What follows belongs to an exercise in optimizing a design on an open flow for small area; a production flow would make more cautious choices. RTL that was checked went through simulation tests only; none was proved equivalent to the original.

run 1:
==> flow/design.v (excerpt) <==
module nonuniform_top_v0 #(
    parameter IMAGE_WIDE_LENGTH = 256    ,
    parameter IMAGE_HIGH_LENGTH = 192    ,
    parameter ADDRS_DW          = 21     ,
    parameter DW                = 16
) (
    input                               i_rst_n                 ,
    input                               i_clk                   ,
    input   [DW-1:0]                    i_data                  ,
    input                               i_hs                    ,
    input                               i_vs                    ,
    input   [3:0]                       i_clac_b_mean_num       ,
    input                               i_clac_b_en             ,
    input   [ADDRS_DW-1:0]              i_b_addrs               ,
    output                              o_clac_b_done           ,
    input   [3:0]                       i_data_sel              ,
    input   [ADDRS_DW-1:0]              i_k_addrs               ,
    input                               i_init_k_load           ,
    output                              o_bp_type               ,
    output  [DW-1:0]                    o_data                  ,
    output  [DW-1:0]                    o_calc_b_mean_data      ,
    output  [DW-1:0]                    o_center_y16_data       ,
    output  [DW-1:0]                    o_sub_aver_y16          ,
    output                              o_hs                    ,
    output                              o_vs                    ,
    output                              o_mem_wr_start          ,
    output   [ADDRS_DW-1:0]             o_mem_wr_addrs          ,
    output   [ADDRS_DW-1:0]             o_mem_wr_lengths        ,
    output   [DW-1:0]                   o_mem_wr_data           ,
    output                              o_mem_wr_data_vld       ,
    output                              o_mem_rd0_start         ,
    output   [ADDRS_DW-1:0]             o_mem_rd0_addrs         ,
    output   [ADDRS_DW-1:0]             o_mem_rd0_lengths       ,
    input    [DW-1:0]                   i_mem_rd0_data          ,
    output                              o_mem_rd0_data_req      ,
    output                              o_mem_rd1_start         ,
    output   [ADDRS_DW-1:0]             o_mem_rd1_addrs         ,
    output   [ADDRS_DW-1:0]             o_mem_rd1_lengths       ,
    input    [DW-1:0]                   i_mem_rd1_data          ,
    output                              o_mem_rd1_data_req
);
Settings: LEC_CHECK=0, CAP_MARGIN=20, CORE_MARGIN=2, CORE_UTILIZATION=40, PLACE_DENSITY=0.6, SLEW_MARGIN=20, SYNTH_HIERARCHICAL=1, SYNTH_MINIMUM_KEEP_SIZE=0; clock period 10.0 ns.
standard.sh (not shown) runs the stock make flow with config.mk's settings and CLKGATE_MAP_FILE= SYNTH_SCRIPT=/design/flow/synth_recipe.tcl, a recipe that flattens the netlist after the stock synthesis.
==> flow/flow/run.sh <==
#!/bin/bash
# Standard ORFS layout, with the port buffers made from the smallest buffer cell.
set -euo pipefail
export BUFFER_PORTS_ARGS="-buffer_cell sky130_fd_sc_hd__buf_1"
bash standard.sh > standard.log 2>&1
Run 1 finished every step from synthesis to the final layout, and the layout passed the timing, DRC and antenna checks.
diff inputs: run 1 => run 2
==> flow/run.sh (new file) <==
#!/bin/bash
# synth_recipe.tcl (not shown) runs the flow's synth.tcl, then flattens the netlist and writes it again
# the make line also repeats each setting of config.mk as NAME=value (left out here)
make -C /OpenROAD-flow-scripts/flow DESIGN_CONFIG=/design/flow/config.mk WORK_HOME=/design/flow/orfs CLKGATE_MAP_FILE= SYNTH_SCRIPT=/design/flow/synth_recipe.tcl finish
-- flow/config.mk --
<<< run 1, line 9
export CORE_MARGIN = 2
export CORE_UTILIZATION = 40
export PLACE_DENSITY = 0.6
export SLEW_MARGIN = 20
>>> run 2, line 9
export CORE_MARGIN = 2
export CORE_UTILIZATION = 65
export PLACE_DENSITY = 0.8
export SLEW_MARGIN = 20
removed: flow/flow/run.sh
removed: flow/standard.sh
Run 2 falls short of run 1 in minimum period implied by the final worst setup slack. Run 2 -> run 1: total area of multi-input combinational cells flat. Run 2 vs run 1, clock buffer count from CTS went up by 1. Going from run 1 to run 2, non-clock buffer total of the final layout up 11%; count of clock-buffer cells in the layout down 7. Run 2 against run 1: HPWL reported at the end of detailed placement went down, setup slack now smaller. From run 1 to run 2 the numbers moved as follows: fraction of the cycle the final worst path needs grew by 0.78 points.
The inputs of run 3 differ from those of run 2 as listed below.
-- flow/config.mk --
<<< run 2, line 9
export CORE_MARGIN = 2
export CORE_UTILIZATION = 65
export PLACE_DENSITY = 0.8
export SLEW_MARGIN = 20
>>> run 3, line 9
export CORE_MARGIN = 2
export CORE_UTILIZATION = 40
export PLACE_DENSITY = 0.6
export SLEW_MARGIN = 20
### Flow results
Run 3 -> run 2: maximum achievable frequency flat
Re core utilization of the finished layout: run 3 is 29 points down on run 2.
The start point of the critical path comes out center_out[0]$_DFFE_PP_ in one run and i_mem_rd0_data[8] in the other, namely in run 2 and run 3 respectively.
[run 3] total cell area at the placement stage rose about 2.1% relative to run 2
Number of placement rows grows by more than a quarter when moving from run 2 to run 3.
The first-pass GRT wire length on run 2 is in line with that on run 3.
The sequential share of cell area of run 3 falls short of that of run 2 by 0.62 points.
Run 3 against run 2: via count now smaller, worst-case clock skew now larger.


Another version of the RTL of nonuniform_top_v0 (not shown whole).
For scale: about 2200 cells after synthesis, about 320 I/O pins, about 0.022 mm^2 of cells after synthesis.
Settings: LEC_CHECK=0, CAP_MARGIN=20, CORE_MARGIN=2, CORE_UTILIZATION=65, PLACE_DENSITY=0.8, SLEW_MARGIN=20, SYNTH_HIERARCHICAL=1, SYNTH_MINIMUM_KEEP_SIZE=0; clock period 10.0 ns.
==> flow/flow/run.sh <==
#!/bin/bash
# Standard ORFS layout (the standard.sh), with the port buffers made from
# the smallest buffer cell and the clock tree built as below.
set -euo pipefail
export BUFFER_PORTS_ARGS="-buffer_cell sky130_fd_sc_hd__buf_1"
export SKIP_REPAIR_TIE_FANOUT=1
export CTS_ARGS="-sink_clustering_enable -repair_clock_nets -dont_use_dummy_load -buf_list {sky130_fd_sc_hd__clkbuf_4} -sink_clustering_size 10 -sink_clustering_max_diameter 40"
bash standard.sh > standard.log 2>&1
Edit:
==> flow/flow/run.sh (replaced) <==
#!/bin/bash
# Standard ORFS layout (the standard.sh), with the port buffers made from
# the smallest buffer cell and the clock tree built as below.
set -euo pipefail
export BUFFER_PORTS_ARGS="-buffer_cell sky130_fd_sc_hd__buf_1"
export SKIP_REPAIR_TIE_FANOUT=1
export CTS_ARGS="-sink_clustering_enable -repair_clock_nets -dont_use_dummy_load -buf_list {sky130_fd_sc_hd__clkbuf_8} -sink_clustering_size 16 -sink_clustering_max_diameter 50"
bash standard.sh > standard.log 2>&1
What happened: Core utilization climbs by 0.15 points. Global-route usage drops by 0.13 points. Design area hardly moves.
No functional check of the RTL was part of any run of this note.


== try-umber ==
Another version of the RTL of nonuniform_top_v0 (not shown whole).
Size: ~320 I/O pins, roughly 0.022 mm^2 of cells after synthesis.
export LEC_CHECK = 0
export CAP_MARGIN = 20
export CORE_MARGIN = 2
export CORE_UTILIZATION = 65
export PLACE_DENSITY = 0.8
export SLEW_MARGIN = 20
export SYNTH_HIERARCHICAL = 1
export SYNTH_MINIMUM_KEEP_SIZE = 0
create_clock -name core_clock -period 10.0 [get_ports {i_clk}]
==> flow/flow/run.sh <==
#!/bin/bash
# Standard ORFS layout (the standard.sh), with the port buffers made from
# the smallest buffer cell and the clock tree built as below.
set -euo pipefail
export BUFFER_PORTS_ARGS="-buffer_cell sky130_fd_sc_hd__buf_1"
export SKIP_REPAIR_TIE_FANOUT=1
export CTS_ARGS="-sink_clustering_enable -repair_clock_nets -dont_use_dummy_load -buf_list {sky130_fd_sc_hd__clkbuf_8} -sink_clustering_size 16 -sink_clustering_max_diameter 50"
bash standard.sh > standard.log 2>&1
Changes in try-yarrow relative to try-umber:
- putting GPL_TIMING_DRIVEN at 0 where nothing was set
Notes after the runs:
- Going from try-umber to try-yarrow, detailed placement HPWL grew by a little under 10%.
- The multi-input combinational area share in try-yarrow sits 3.1 points below the value recorded for try-umber.
- In the reports for try-yarrow and try-umber, the smaller actual transition at the worst max-transition pin belongs to try-umber.
Function was not checked in any run of this note: the RTL went through the layout flow alone.


Another version of the RTL of nonuniform_top_v0 (not shown whole).
Size in the first run: about 2200 cells after synthesis, ~320 I/O pins.
Settings: LEC_CHECK=0, CAP_MARGIN=20, CORE_MARGIN=2, CORE_UTILIZATION=65, PLACE_DENSITY=0.8, SLEW_MARGIN=20, SYNTH_HIERARCHICAL=1, SYNTH_MINIMUM_KEEP_SIZE=0; clock period 10.0 ns.
==> flow/flow/run.sh <==
#!/bin/bash
# Standard ORFS layout (the standard.sh), with the port buffers made from
# the smallest buffer cell and the clock tree built as below.
set -euo pipefail
export BUFFER_PORTS_ARGS="-buffer_cell sky130_fd_sc_hd__buf_1"
export GPL_KEEP_OVERFLOW=0
export CTS_ARGS="-sink_clustering_enable -repair_clock_nets -dont_use_dummy_load -buf_list {sky130_fd_sc_hd__clkbuf_8} -sink_clustering_size 16 -sink_clustering_max_diameter 50"
bash standard.sh > standard.log 2>&1
Rerun with:
--- a/flow/flow/run.sh
+++ b/flow/flow/run.sh
@@ -6 +5,0 @@
-export GPL_KEEP_OVERFLOW=0
=> The changed run produced a clean layout. Utilization decreases by 0.68 points. Area after synthesis is unchanged. Routed wire length came out lower by 0.74%. Setup slack improves by 0.072 ns. Clock skew decreases by 0.030 ns. Global-route usage grows by 0.16 points. Synthesized cell count does not change. Design area goes down by 1.0%. Via count hardly moves. Sequential share of layout area goes up by 0.35 points.
No functional check of the RTL was part of any run of this note.


Another version of the RTL of nonuniform_top_v0 (not shown whole).
Size in the first run: ~2000 cells after synthesis, about 0.021 mm^2 of cells after synthesis.
Design nonuniform_top_v0, start of the top module:
module nonuniform_top_v0 #(
    parameter IMAGE_WIDE_LENGTH = 256    ,
    parameter IMAGE_HIGH_LENGTH = 192    ,
    parameter ADDRS_DW          = 21     ,
    parameter DW                = 16
) (
    input                               i_rst_n                 ,
    input                               i_clk                   ,
    input   [DW-1:0]                    i_data                  ,
    input                               i_hs                    ,
    input                               i_vs                    ,
    input   [3:0]                       i_clac_b_mean_num       ,
    input                               i_clac_b_en             ,
    input   [ADDRS_DW-1:0]              i_b_addrs               ,
    output                              o_clac_b_done           ,
    input   [3:0]                       i_data_sel              ,
    input   [ADDRS_DW-1:0]              i_k_addrs               ,
    input                               i_init_k_load           ,
    output                              o_bp_type               ,
    output  [DW-1:0]                    o_data                  ,
    output  [DW-1:0]                    o_calc_b_mean_data      ,
    output  [DW-1:0]                    o_center_y16_data       ,
    output  [DW-1:0]                    o_sub_aver_y16          ,
    output                              o_hs                    ,
    output                              o_vs                    ,
    output                              o_mem_wr_start          ,
    output   [ADDRS_DW-1:0]             o_mem_wr_addrs          ,
    output   [ADDRS_DW-1:0]             o_mem_wr_lengths        ,
    output   [DW-1:0]                   o_mem_wr_data           ,
    output                              o_mem_wr_data_vld       ,
    output                              o_mem_rd0_start         ,
    output   [ADDRS_DW-1:0]             o_mem_rd0_addrs         ,
    output   [ADDRS_DW-1:0]             o_mem_rd0_lengths       ,
  ...
export LEC_CHECK = 0
export CAP_MARGIN = 20
export CORE_MARGIN = 2
export CORE_UTILIZATION = 65
export PLACE_DENSITY = 0.8
export SLEW_MARGIN = 20
export SYNTH_HIERARCHICAL = 1
export SYNTH_MINIMUM_KEEP_SIZE = 0
create_clock -name core_clock -period 10.0 [get_ports {i_clk}]
==> flow/flow/run.sh <==
#!/bin/bash
# Standard ORFS layout (the standard.sh), with the port buffers made from
# the smallest buffer cell and the clock tree built as below.
set -euo pipefail
export BUFFER_PORTS_ARGS="-buffer_cell sky130_fd_sc_hd__buf_1"
export SKIP_REPAIR_TIE_FANOUT=1
export CTS_ARGS="-sink_clustering_enable -repair_clock_nets -dont_use_dummy_load -buf_list {sky130_fd_sc_hd__clkbuf_4} -sink_clustering_size 10 -sink_clustering_max_diameter 40"
bash standard.sh > standard.log 2>&1
The baseline completed with no timing, DRC or antenna violations.
Next try:
==> flow/flow/run.sh (replaced) <==
#!/bin/bash
# Standard ORFS layout (the standard.sh), with the port buffers made from
# the smallest buffer cell and the clock tree built as below.
set -euo pipefail
export BUFFER_PORTS_ARGS="-buffer_cell sky130_fd_sc_hd__buf_1"
export SKIP_REPAIR_TIE_FANOUT=1
export CTS_ARGS="-sink_clustering_enable -repair_clock_nets -dont_use_dummy_load -buf_list {sky130_fd_sc_hd__clkbuf_8} -sink_clustering_size 16 -sink_clustering_max_diameter 50"
bash standard.sh > standard.log 2>&1
Worst setup slack degrades by 0.010 ns.
Fmax is about the same.
Non-clock buffer count is lower by 1.

## static timing again, ports no longer ideal
In the flow no input, the clock included, has a driving cell. The finished layouts below were timed again as built, in two steps. Step 1 assumes that a clkbuf_16 drives the clock port and a buf_2 every other input. Step 2 moves the port delays by t, midway between the first and last clock arrival at a register: inputs arrive t later, outputs are due t later. That takes back most of the time a late clock gives input paths. a / b / c = no drivers / after step 1 / after step 2; a / b = the first two.
| run | t (ns) | slack for setup (ns) | slew at the worst register clock pin (ns) |
|---|---|---|---|
| run 1 | 0.589 | 0.283 / 0.232 / -0.211 | 0.06 / 0.06 |
| run 2 | 0.584 | 0.204 / 0.151 / -0.314 | 0.07 / 0.07 |
| run 3 | 0.581 | 0.229 / 0.204 / -0.344 | 0.07 / 0.07 |
| the first run of note 2 | 0.715 | 0.221 / 0.175 / 0.235 | 0.11 / 0.11 |
| the second run of note 2 | 0.630 | 0.208 / 0.170 / 0.208 | 0.09 / 0.09 |
| try-umber | 0.615 | 0.213 / 0.166 / -0.354 | 0.09 / 0.09 |
| try-yarrow | 0.553 | 0.182 / 0.134 / -0.312 | 0.10 / 0.10 |
| the first run of note 4 | 0.577 | 0.191 / 0.142 / -0.104 | 0.09 / 0.09 |
| the second run of note 4 | 0.631 | 0.263 / 0.240 / 0.086 | 0.10 / 0.10 |
| the first run of note 5 | 0.776 | 0.289 / 0.241 / -0.413 | 0.11 / 0.11 |
| the second run of note 5 | 0.575 | 0.279 / 0.229 / -0.242 | 0.10 / 0.10 |
With both steps, setup timing fails in 8 of these runs, where it was met with ideal ports. For the first run of note 5, which loses most, drivers alone change the setup slack by -0.048 ns; drivers and shift together by -0.702 ns.
